Context: an optimization exercise on an open-source flow, tuned for small area, a short achievable clock period and few clock cycles per item. The choices shown serve that exercise and are no tape-out recipe. At most, simulation tests tie the RTL to the original design; equivalence was not proved. Power is estimated from default activity; no workload was simulated.

==> flow/design.v <==
module adler32(
    input clock,
    input rst_n,
    input size_valid,
    input [31:0] size,
    input data_start,
    input [7:0] data,
    output checksum_valid,
    output [31:0] checksum
);
    reg  [7:0]  d_q;       
    reg         ds_q;      
    reg         fa;        
    reg  [31:0] held;      
    reg         held_ok;   
    reg  [31:0] cnt;       
    reg         active;    
    reg         f2;        
    reg  [15:0] A, B;
    reg         vld;
    wire [31:0] cnt_nx;
    wire [7:0]  zb;        
    wire [7:0]  wz;        
    assign wz[0] = 1'b1;
    assign wz[1] = zb[0];
    assign wz[2] = &zb[1:0];
    assign wz[3] = &zb[2:0];
    assign wz[4] = &zb[3:0];
    assign wz[5] = wz[4] & zb[4];
    assign wz[6] = wz[4] & (&zb[5:4]);
    assign wz[7] = wz[4] & (&zb[6:4]);
    genvar k;
    generate
        for (k = 0; k < 8; k = k + 1) begin : cb
            cnt_blk u_b(.c(cnt[4*k+3:4*k]), .h(held[4*k+3:4*k]), .ld(ds_q),
                        .w(wz[k]), .n(cnt_nx[4*k+3:4*k]), .z(zb[k]));
        end
    endgenerate
    wire f1 = active & (cnt == 32'd1);
    wire [15:0] a_in = fa ? 16'd0 : A;
    wire [8:0]  sl = a_in[7:0] + d_q + fa;
    wire [7:0]  ah1 = a_in[15:8] + 8'd1;
    wire        hff = &a_in[15:8];
    wire        hfe = (a_in[15:8] == 8'hFE);
    wire        lge = &sl[7:4] & |sl[3:0];                   
    wire        ga = sl[8] ? (hff | (hfe & lge)) : (hff & lge);   
    wire [7:0]  la = sl[7:0] + 8'd15;
    wire [15:0] a_nx = ga ? {8'd0, la} : {sl[8] ? ah1 : a_in[15:8], sl[7:0]};
    wire [16:0] xb = B + A;
    wire        nz = |xb[3:0];
    wire        gb = xb[16] | (&xb[15:4] & nz);
    wire [15:0] yb = {xb[15:4] + {11'd0, nz}, xb[3:0] - 4'd1};
    wire [15:0] b_nx = gb ? yb : xb[15:0];
    always @(posedge clock) begin
        d_q  <= f1 ? 8'd0 : data;
        ds_q <= data_start & rst_n;
        fa   <= ds_q;
        if (size_valid)
            held <= size;
        if (!rst_n) begin
            held_ok <= 1'b0;
            active  <= 1'b0;
            f2      <= 1'b0;
            vld     <= 1'b0;
        end else begin
            if (size_valid)
                held_ok <= 1'b1;
            if (ds_q)
                active <= held_ok;
            else if (f1)
                active <= 1'b0;
            f2  <= f1;
            vld <= f2;
        end
        cnt <= cnt_nx;
        A <= a_nx;
        B <= fa ? 16'd0 : b_nx;
    end
    assign checksum_valid = vld;
    assign checksum = {B, A};
endmodule
module cnt_blk(
    input  [3:0] c,
    input  [3:0] h,
    input        ld,
    input        w,
    output [3:0] n,
    output       z
);
    wire [3:0] t = {w & ~|c[2:0], w & ~|c[1:0], w & ~c[0], w};
    assign n = ld ? h : c ^ t;
    assign z = ~|c;
endmodule
export LEC_CHECK = 0
export ABC_AREA = 1
export CAP_MARGIN = 20
export CORE_MARGIN = 2
export CORE_UTILIZATION = 50
export CTS_BUF_LIST = sky130_fd_sc_hd__clkbuf_4 sky130_fd_sc_hd__clkbuf_8
export SETUP_SLACK_MARGIN = 5
export SLEW_MARGIN = 20
create_clock -name core_clock -period 7.5 [get_ports {clock}]
standard.sh (not shown) runs the stock make flow with config.mk's settings and CLKGATE_MAP_FILE= SYNTH_SCRIPT=/design/flow/synth_recipe.tcl, a recipe that flattens the netlist after the stock synthesis.
==> flow/flow/run.sh <==
#!/bin/bash
# Standard layout, with two changes to how it is made:
#  - plain buffers (buf_2) on the ports;
#  - the full and half adder cells are added to the don't-use list, so that
#    synthesis maps adders to plain gates (faster after timing repair).
set -o pipefail
export BUFFER_PORTS_ARGS="-buffer_cell sky130_fd_sc_hd__buf_2"
BASE=$(make -s -C "$FLOW_HOME" DESIGN_CONFIG="$PWD/config.mk" WORK_HOME="$PWD/orfs" print-DONT_USE_CELLS 2>/dev/null | sed -n 's/^DONT_USE_CELLS: //p')
DU="$BASE sky130_fd_sc_hd__fa_1 sky130_fd_sc_hd__fa_2 sky130_fd_sc_hd__fa_4 sky130_fd_sc_hd__ha_1 sky130_fd_sc_hd__ha_2 sky130_fd_sc_hd__ha_4"
bash standard.sh "DONT_USE_CELLS=$DU" finish > standard.log 2>&1
Then changed:
--- a/flow/design.v
+++ b/flow/design.v
@@ -19,23 +19,5 @@
     reg  [15:0] A, B;
     reg         vld;
-    wire [31:0] cnt_nx;
-    wire [7:0]  zb;        
-    wire [7:0]  wz;        
-    assign wz[0] = 1'b1;
-    assign wz[1] = zb[0];
-    assign wz[2] = &zb[1:0];
-    assign wz[3] = &zb[2:0];
-    assign wz[4] = &zb[3:0];
-    assign wz[5] = wz[4] & zb[4];
-    assign wz[6] = wz[4] & (&zb[5:4]);
-    assign wz[7] = wz[4] & (&zb[6:4]);
-    genvar k;
-    generate
-        for (k = 0; k < 8; k = k + 1) begin : cb
-            cnt_blk u_b(.c(cnt[4*k+3:4*k]), .h(held[4*k+3:4*k]), .ld(ds_q),
-                        .w(wz[k]), .n(cnt_nx[4*k+3:4*k]), .z(zb[k]));
-        end
-    endgenerate
-    wire f1 = active & (cnt == 32'd1);
+    wire f1 = active & (cnt == 32'd1);    
     wire [15:0] a_in = fa ? 16'd0 : A;
     wire [8:0]  sl = a_in[7:0] + d_q + fa;
@@ -73,5 +55,5 @@
             vld <= f2;
         end
-        cnt <= cnt_nx;
+        cnt <= ds_q ? held : cnt - 32'd1;
         A <= a_nx;
         B <= fa ? 16'd0 : b_nx;
@@ -80,14 +62,2 @@
     assign checksum = {B, A};
 endmodule
-module cnt_blk(
-    input  [3:0] c,
-    input  [3:0] h,
-    input        ld,
-    input        w,
-    output [3:0] n,
-    output       z
-);
-    wire [3:0] t = {w & ~|c[2:0], w & ~|c[1:0], w & ~c[0], w};
-    assign n = ld ? h : c ^ t;
-    assign z = ~|c;
-endmodule
After rerunning:
- worst setup slack loses 0.0041 ns
- synthesized area rose by 3.6%
- hold slack gets better by 0.038 ns
- clock power goes down by 8.8%
- non-clock buffer count fell by 7
- combinational power is about the same
- global-route usage rose by 1.5 points
- power rose by 0.70%
- utilization went up by 0.42 points
- register-to-register slack improves by 0.04 ns
Testbench counts after the change, summed over its fixed seeds: cycles 572,122, bytes 568,898.
Only the layout flow was run in the first run of this note; the RTL was not checked for function there.

adler32 with an RTL version that a note above also has.
Size: ~880 cells after synthesis, roughly 110 flip-flops, roughly 77 I/O pins.
==> module adler32, before the edit <==
module adler32(
    input clock,
    input rst_n,
    input size_valid,
    input [31:0] size,
    input data_start,
    input [7:0] data,
    output checksum_valid,
    output [31:0] checksum
);
    reg  [7:0]  d_q;       
    reg         ds_q;      
    reg         fa;        
    reg  [31:0] held;      
    reg         held_ok;   
    reg  [31:0] cnt;       
    reg         active;    
    reg         f2;        
    reg  [15:0] A, B;
    reg         vld;
    wire f1 = active & (cnt == 32'd1);    
    wire [15:0] a_in = fa ? 16'd0 : A;
    wire [8:0]  sl = a_in[7:0] + d_q + fa;
    wire [7:0]  ah1 = a_in[15:8] + 8'd1;
    wire        hff = &a_in[15:8];
    wire        hfe = (a_in[15:8] == 8'hFE);
    wire        lge = &sl[7:4] & |sl[3:0];                   
    wire        ga = sl[8] ? (hff | (hfe & lge)) : (hff & lge);   
    wire [7:0]  la = sl[7:0] + 8'd15;
    wire [15:0] a_nx = ga ? {8'd0, la} : {sl[8] ? ah1 : a_in[15:8], sl[7:0]};
    wire [16:0] xb = B + A;
    wire        nz = |xb[3:0];
    wire        gb = xb[16] | (&xb[15:4] & nz);
    wire [15:0] yb = {xb[15:4] + {11'd0, nz}, xb[3:0] - 4'd1};
    wire [15:0] b_nx = gb ? yb : xb[15:0];
    always @(posedge clock) begin
        d_q  <= f1 ? 8'd0 : data;
        ds_q <= data_start & rst_n;
        fa   <= ds_q;
        if (size_valid)
            held <= size;
        if (!rst_n) begin
            held_ok <= 1'b0;
            active  <= 1'b0;
            f2      <= 1'b0;
            vld     <= 1'b0;
        end else begin
            if (size_valid)
                held_ok <= 1'b1;
            if (ds_q)
                active <= held_ok;
            else if (f1)
                active <= 1'b0;
            f2  <= f1;
            vld <= f2;
        end
        cnt <= ds_q ? held : cnt - 32'd1;
        A <= a_nx;
        B <= fa ? 16'd0 : b_nx;
    end
    assign checksum_valid = vld;
    assign checksum = {B, A};
endmodule
clock: 7.5 ns
lec_check: 0
abc_area: 1
cap_margin: 20
core_margin: 2
core_utilization: 40
setup_slack_margin: 4.8
slew_margin: 20
==> flow/flow/run.sh <==
#!/bin/bash
# Standard layout, with plain buffers on the ports.
export BUFFER_PORTS_ARGS="-buffer_cell sky130_fd_sc_hd__buf_2"
bash standard.sh > standard.log 2>&1
Testbench counts at the start, summed over its fixed seeds: cycles 572,122, bytes 568,898.
Next try:
--- a/flow/design.v
+++ b/flow/design.v
@@ -27,14 +27,12 @@
     wire        lge = &sl[7:4] & |sl[3:0];                   
     wire        ga = sl[8] ? (hff | (hfe & lge)) : (hff & lge);   
     wire [7:0]  la = sl[7:0] + 8'd15;
     wire [15:0] a_nx = ga ? {8'd0, la} : {sl[8] ? ah1 : a_in[15:8], sl[7:0]};
     wire [16:0] xb = B + A;
-    wire        nz = |xb[3:0];
-    wire        gb = xb[16] | (&xb[15:4] & nz);
-    wire [15:0] yb = {xb[15:4] + {11'd0, nz}, xb[3:0] - 4'd1};
-    wire [15:0] b_nx = gb ? yb : xb[15:0];
+    wire [16:0] yb = B + A + 17'd15;
+    wire [15:0] b_nx = yb[16] ? yb[15:0] : xb[15:0];
     always @(posedge clock) begin
         d_q  <= f1 ? 8'd0 : data;
         ds_q <= data_start & rst_n;
         fa   <= ds_q;
         if (size_valid)
First-iteration DRC count is higher by 52%.
Sequential share of layout area is lower by 1.3 points.
Via count is higher by 2.3%.
Final cell count is higher by 1.3%.
Register-to-register slack gets worse by 0.09 ns.
Core utilization is about the same.
Maximum frequency is lower by 3.5%.
Worst setup slack gets worse by 0.093 ns.
Design area is higher by 4.0%.
Testbench counts after the change, summed over its fixed seeds: cycles 572,122, bytes 568,898.

Setup of JK:
adler32, a different RTL version from the one above (not shown whole).
Size in the first run: ~830 cells after synthesis, ~110 flip-flops, about 77 I/O pins, about 5700 sq um of cells after synthesis.
==> module adler32, before the edit <==
module adler32(
    input clock,
    input rst_n,
    input size_valid,
    input [31:0] size,
    input data_start,
    input [7:0] data,
    output checksum_valid,
    output [31:0] checksum
);
    reg  [7:0]  d_q;       
    reg         ds_q;      
    reg         fa;        
    reg  [31:0] held;      
    reg         held_ok;   
    reg  [31:0] cnt;       
    reg         active;    
    reg         f2;        
    reg  [15:0] A, B;
    reg         vld;
    wire [31:0] cnt_nx;
    wire [7:0]  zb;        
    wire [7:0]  wz;        
    assign wz[0] = 1'b1;
    assign wz[1] = zb[0];
    assign wz[2] = &zb[1:0];
    assign wz[3] = &zb[2:0];
    assign wz[4] = &zb[3:0];
    assign wz[5] = wz[4] & zb[4];
    assign wz[6] = wz[4] & (&zb[5:4]);
    assign wz[7] = wz[4] & (&zb[6:4]);
    genvar k;
    generate
        for (k = 0; k < 8; k = k + 1) begin : cb
            cnt_blk u_b(.c(cnt[4*k+3:4*k]), .h(held[4*k+3:4*k]), .ld(ds_q),
                        .w(wz[k]), .n(cnt_nx[4*k+3:4*k]), .z(zb[k]));
        end
    endgenerate
    wire f1 = active & cnt[0] & ~|cnt[3:1] & (&zb[7:1]);    
    wire [15:0] a_in = fa ? 16'd0 : A;
    wire [8:0]  sl = a_in[7:0] + d_q + fa;
    wire [7:0]  ah1 = a_in[15:8] + 8'd1;
    wire        hff = &a_in[15:8];
    wire        hfe = (a_in[15:8] == 8'hFE);
    wire        lge = &sl[7:4] & |sl[3:0];                   
    wire        ga = sl[8] ? (hff | (hfe & lge)) : (hff & lge);   
    wire [7:0]  la = sl[7:0] + 8'd15;
    wire [15:0] a_nx = ga ? {8'd0, la} : {sl[8] ? ah1 : a_in[15:8], sl[7:0]};
    wire [16:0] xb = B + A;
    wire        nz = |xb[3:0];
    wire        gb = xb[16] | (&xb[15:4] & nz);
    wire [15:0] yb = {xb[15:4] + {11'd0, nz}, xb[3:0] - 4'd1};
    wire [15:0] b_nx = gb ? yb : xb[15:0];
    always @(posedge clock) begin
        d_q  <= f1 ? 8'd0 : data;
        ds_q <= data_start & rst_n;
        fa   <= ds_q;
        if (size_valid)
            held <= size;
        if (!rst_n) begin
            held_ok <= 1'b0;
            active  <= 1'b0;
            f2      <= 1'b0;
            vld     <= 1'b0;
        end else begin
            if (size_valid)
                held_ok <= 1'b1;
            if (ds_q)
                active <= held_ok;
            else if (f1)
                active <= 1'b0;
            f2  <= f1;
            vld <= f2;
        end
        cnt <= cnt_nx;
        A <= a_nx;
        B <= fa ? 16'd0 : b_nx;
    end
    assign checksum_valid = vld;
    assign checksum = {B, A};
endmodule
==> module cnt_blk, before the edit <==
module cnt_blk(
    input  [3:0] c,
    input  [3:0] h,
    input        ld,
    input        w,
    output [3:0] n,
    output       z
);
    wire [3:0] t = {w & ~|c[2:0], w & ~|c[1:0], w & ~c[0], w};
    assign n = ld ? h : c ^ t;
    assign z = ~|c;
endmodule
export LEC_CHECK = 0
export ABC_AREA = 1
export CAP_MARGIN = 20
export CORE_MARGIN = 2
export CORE_UTILIZATION = 50
export CTS_BUF_LIST = sky130_fd_sc_hd__clkbuf_4 sky130_fd_sc_hd__clkbuf_8
export SETUP_SLACK_MARGIN = 5
export SLEW_MARGIN = 20
create_clock -name core_clock -period 7.5 [get_ports {clock}]
==> flow/flow/run.sh <==
#!/bin/bash
# Standard layout, with these changes to how it is made:
#  - plain buffers (buf_2) on the ports;
#  - the full and half adder cells are added to the don't-use list, so that
#    synthesis maps adders to plain gates;
#  - ABC maps the logic with flow/abc.script (a delay-targeted map with area
#    recovery) instead of the flow's area script. The rest of synthesis is
#    synth_recipe.tcl unchanged.
set -o pipefail
W=$PWD
export BUFFER_PORTS_ARGS="-buffer_cell sky130_fd_sc_hd__buf_2"
BASE=$(make -s -C "$FLOW_HOME" DESIGN_CONFIG="$W/config.mk" WORK_HOME="$W/orfs" print-DONT_USE_CELLS 2>/dev/null | sed -n 's/^DONT_USE_CELLS: //p')
DU="$BASE sky130_fd_sc_hd__fa_1 sky130_fd_sc_hd__fa_2 sky130_fd_sc_hd__fa_4 sky130_fd_sc_hd__ha_1 sky130_fd_sc_hd__ha_2 sky130_fd_sc_hd__ha_4"
cp flow/abc.script "$W/abc_custom.script"
{
  echo "proc abc {args} {"
  echo "  set i [lsearch -exact \$args -script]"
  echo "  if {\$i >= 0} { lset args [expr {\$i + 1}] $W/abc_custom.script }"
  echo "  yosys abc {*}\$args"
  echo "}"
  cat synth_recipe.tcl
} > "$W/custom_synth.tcl"
sed "s#SYNTH_SCRIPT=[^ ]*#SYNTH_SCRIPT=$W/custom_synth.tcl#" standard.sh > "$W/custom_standard.sh"
bash "$W/custom_standard.sh" "DONT_USE_CELLS=$DU" finish > standard.log 2>&1
==> flow/flow/abc.script <==
strash
&get -n
&dch
&put
dch
map -B 0.9
topo
stime -c
buffer -c
upsize -c
dnsize -c
Testbench counts of JK, summed over its fixed seeds: cycles 572,122, bytes 568,898.
For MS, these inputs were changed with respect to JK:
==> flow/design.v <==
module adler32(
    input clock,
    input rst_n,
    input size_valid,
    input [31:0] size,
    input data_start,
    input [7:0] data,
    output checksum_valid,
    output [31:0] checksum
);
    reg  [7:0]  d_q;       
    reg         ds_q;      
    reg         fa;        
    reg  [31:0] held;      
    reg         held_ok;   
    reg  [31:0] cnt;       
    reg         active;    
    reg         f2;        
    reg  [15:0] A, B;
    reg         vld;
    wire f1 = active & (cnt == 32'd1);    
    wire [15:0] a_in = fa ? 16'd0 : A;
    wire [8:0]  sl = a_in[7:0] + d_q + fa;
    wire [7:0]  ah1 = a_in[15:8] + 8'd1;
    wire        hff = &a_in[15:8];
    wire        hfe = (a_in[15:8] == 8'hFE);
    wire        lge = &sl[7:4] & |sl[3:0];                   
    wire        ga = sl[8] ? (hff | (hfe & lge)) : (hff & lge);   
    wire [7:0]  la = sl[7:0] + 8'd15;
    wire [15:0] a_nx = ga ? {8'd0, la} : {sl[8] ? ah1 : a_in[15:8], sl[7:0]};
    wire [16:0] xb = B + A;
    wire [16:0] yb = B + A + 17'd15;
    wire [15:0] b_nx = yb[16] ? yb[15:0] : xb[15:0];
    always @(posedge clock) begin
        d_q  <= f1 ? 8'd0 : data;
        ds_q <= data_start & rst_n;
        fa   <= ds_q;
        if (size_valid)
            held <= size;
        if (!rst_n) begin
            held_ok <= 1'b0;
            active  <= 1'b0;
            f2      <= 1'b0;
            vld     <= 1'b0;
        end else begin
            if (size_valid)
                held_ok <= 1'b1;
            if (ds_q)
                active <= held_ok;
            else if (f1)
                active <= 1'b0;
            f2  <= f1;
            vld <= f2;
        end
        cnt <= ds_q ? held : cnt - 32'd1;
        A <= a_nx;
        B <= fa ? 16'd0 : b_nx;
    end
    assign checksum_valid = vld;
    assign checksum = {B, A};
endmodule
==> results.txt <==
Compared with JK, MS shows a fraction of standard cell area in multi-input logic that is 0.37 points lower. NOTE: via count in MS falls short of that of JK. Compared with JK, MS shows post-route minimum period higher by 8.6 ps. JK consumes more power than MS. Compared with JK, MS shows a higher layout overhead on the synthesized area. Final cell count without fillers on MS is down relative to JK. MS vs JK: first-iteration DRC count down by more than 10%. In MS, the achievable frequency came out 1.4 MHz below the value in JK. Going from JK to MS, wire length after detailed routing grew by a few percent. Looking at instance count of the mapped netlist, MS sits 3.6% lower than JK does. Diff MS..JK | clock latency on the worst-skew pair | negligible. Re total met2 wirelength after detailed routing: MS and JK aren't equal, and the higher value belongs to MS. On portion of total power attributed to combinational logic, the lower figure sits with JK, not MS. First-pass GRT wire length across MS and JK: no real change.
Testbench counts of MS, summed over its fixed seeds: cycles 572,122, bytes 568,898.

[static timing again, ports no longer ideal]
How much do the figures lean on ideal ports? The routed layouts below were timed once more, with nothing changed but the port constraints. Step 1 assumes that a clkbuf_16 drives the clock port and a buf_2 every other input. Step 2 also shifts input and output timing later by t, the mid clock arrival at the registers, as if the neighbouring blocks saw the same clock. Three values: ideal ports, drivers, drivers and shift; two values: the first two.
run | shift t [ns] | setup WS [ns] | hold WS [ns] | worst setup path after step 2 | worst slew at a driven data input, ns
the first run of note 1 | 0.392 | 5.056 / 5.023 / 5.073 | 0.423 / 0.423 / 0.423 | input to register | 0.03
the second run of note 1 | 0.395 | 5.052 / 5.018 / 5.056 | 0.461 / 0.461 / 0.461 | input to register | 0.03
the first run of note 2 | 0.397 | 4.936 / 4.896 / 4.937 | 0.413 / 0.413 / 0.413 | register to register | 0.03
the second run of note 2 | 0.401 | 4.843 / 4.843 / 4.843 | 0.426 / 0.426 / 0.426 | register to register | 0.03
JK | 0.402 | 5.050 / 5.016 / 5.066 | 0.419 / 0.419 / 0.419 | input to register | 0.03
MS | 0.394 | 5.041 / 5.008 / 5.067 | 0.411 / 0.411 / 0.411 | input to register | 0.04
After both steps every run listed still meets setup and hold.
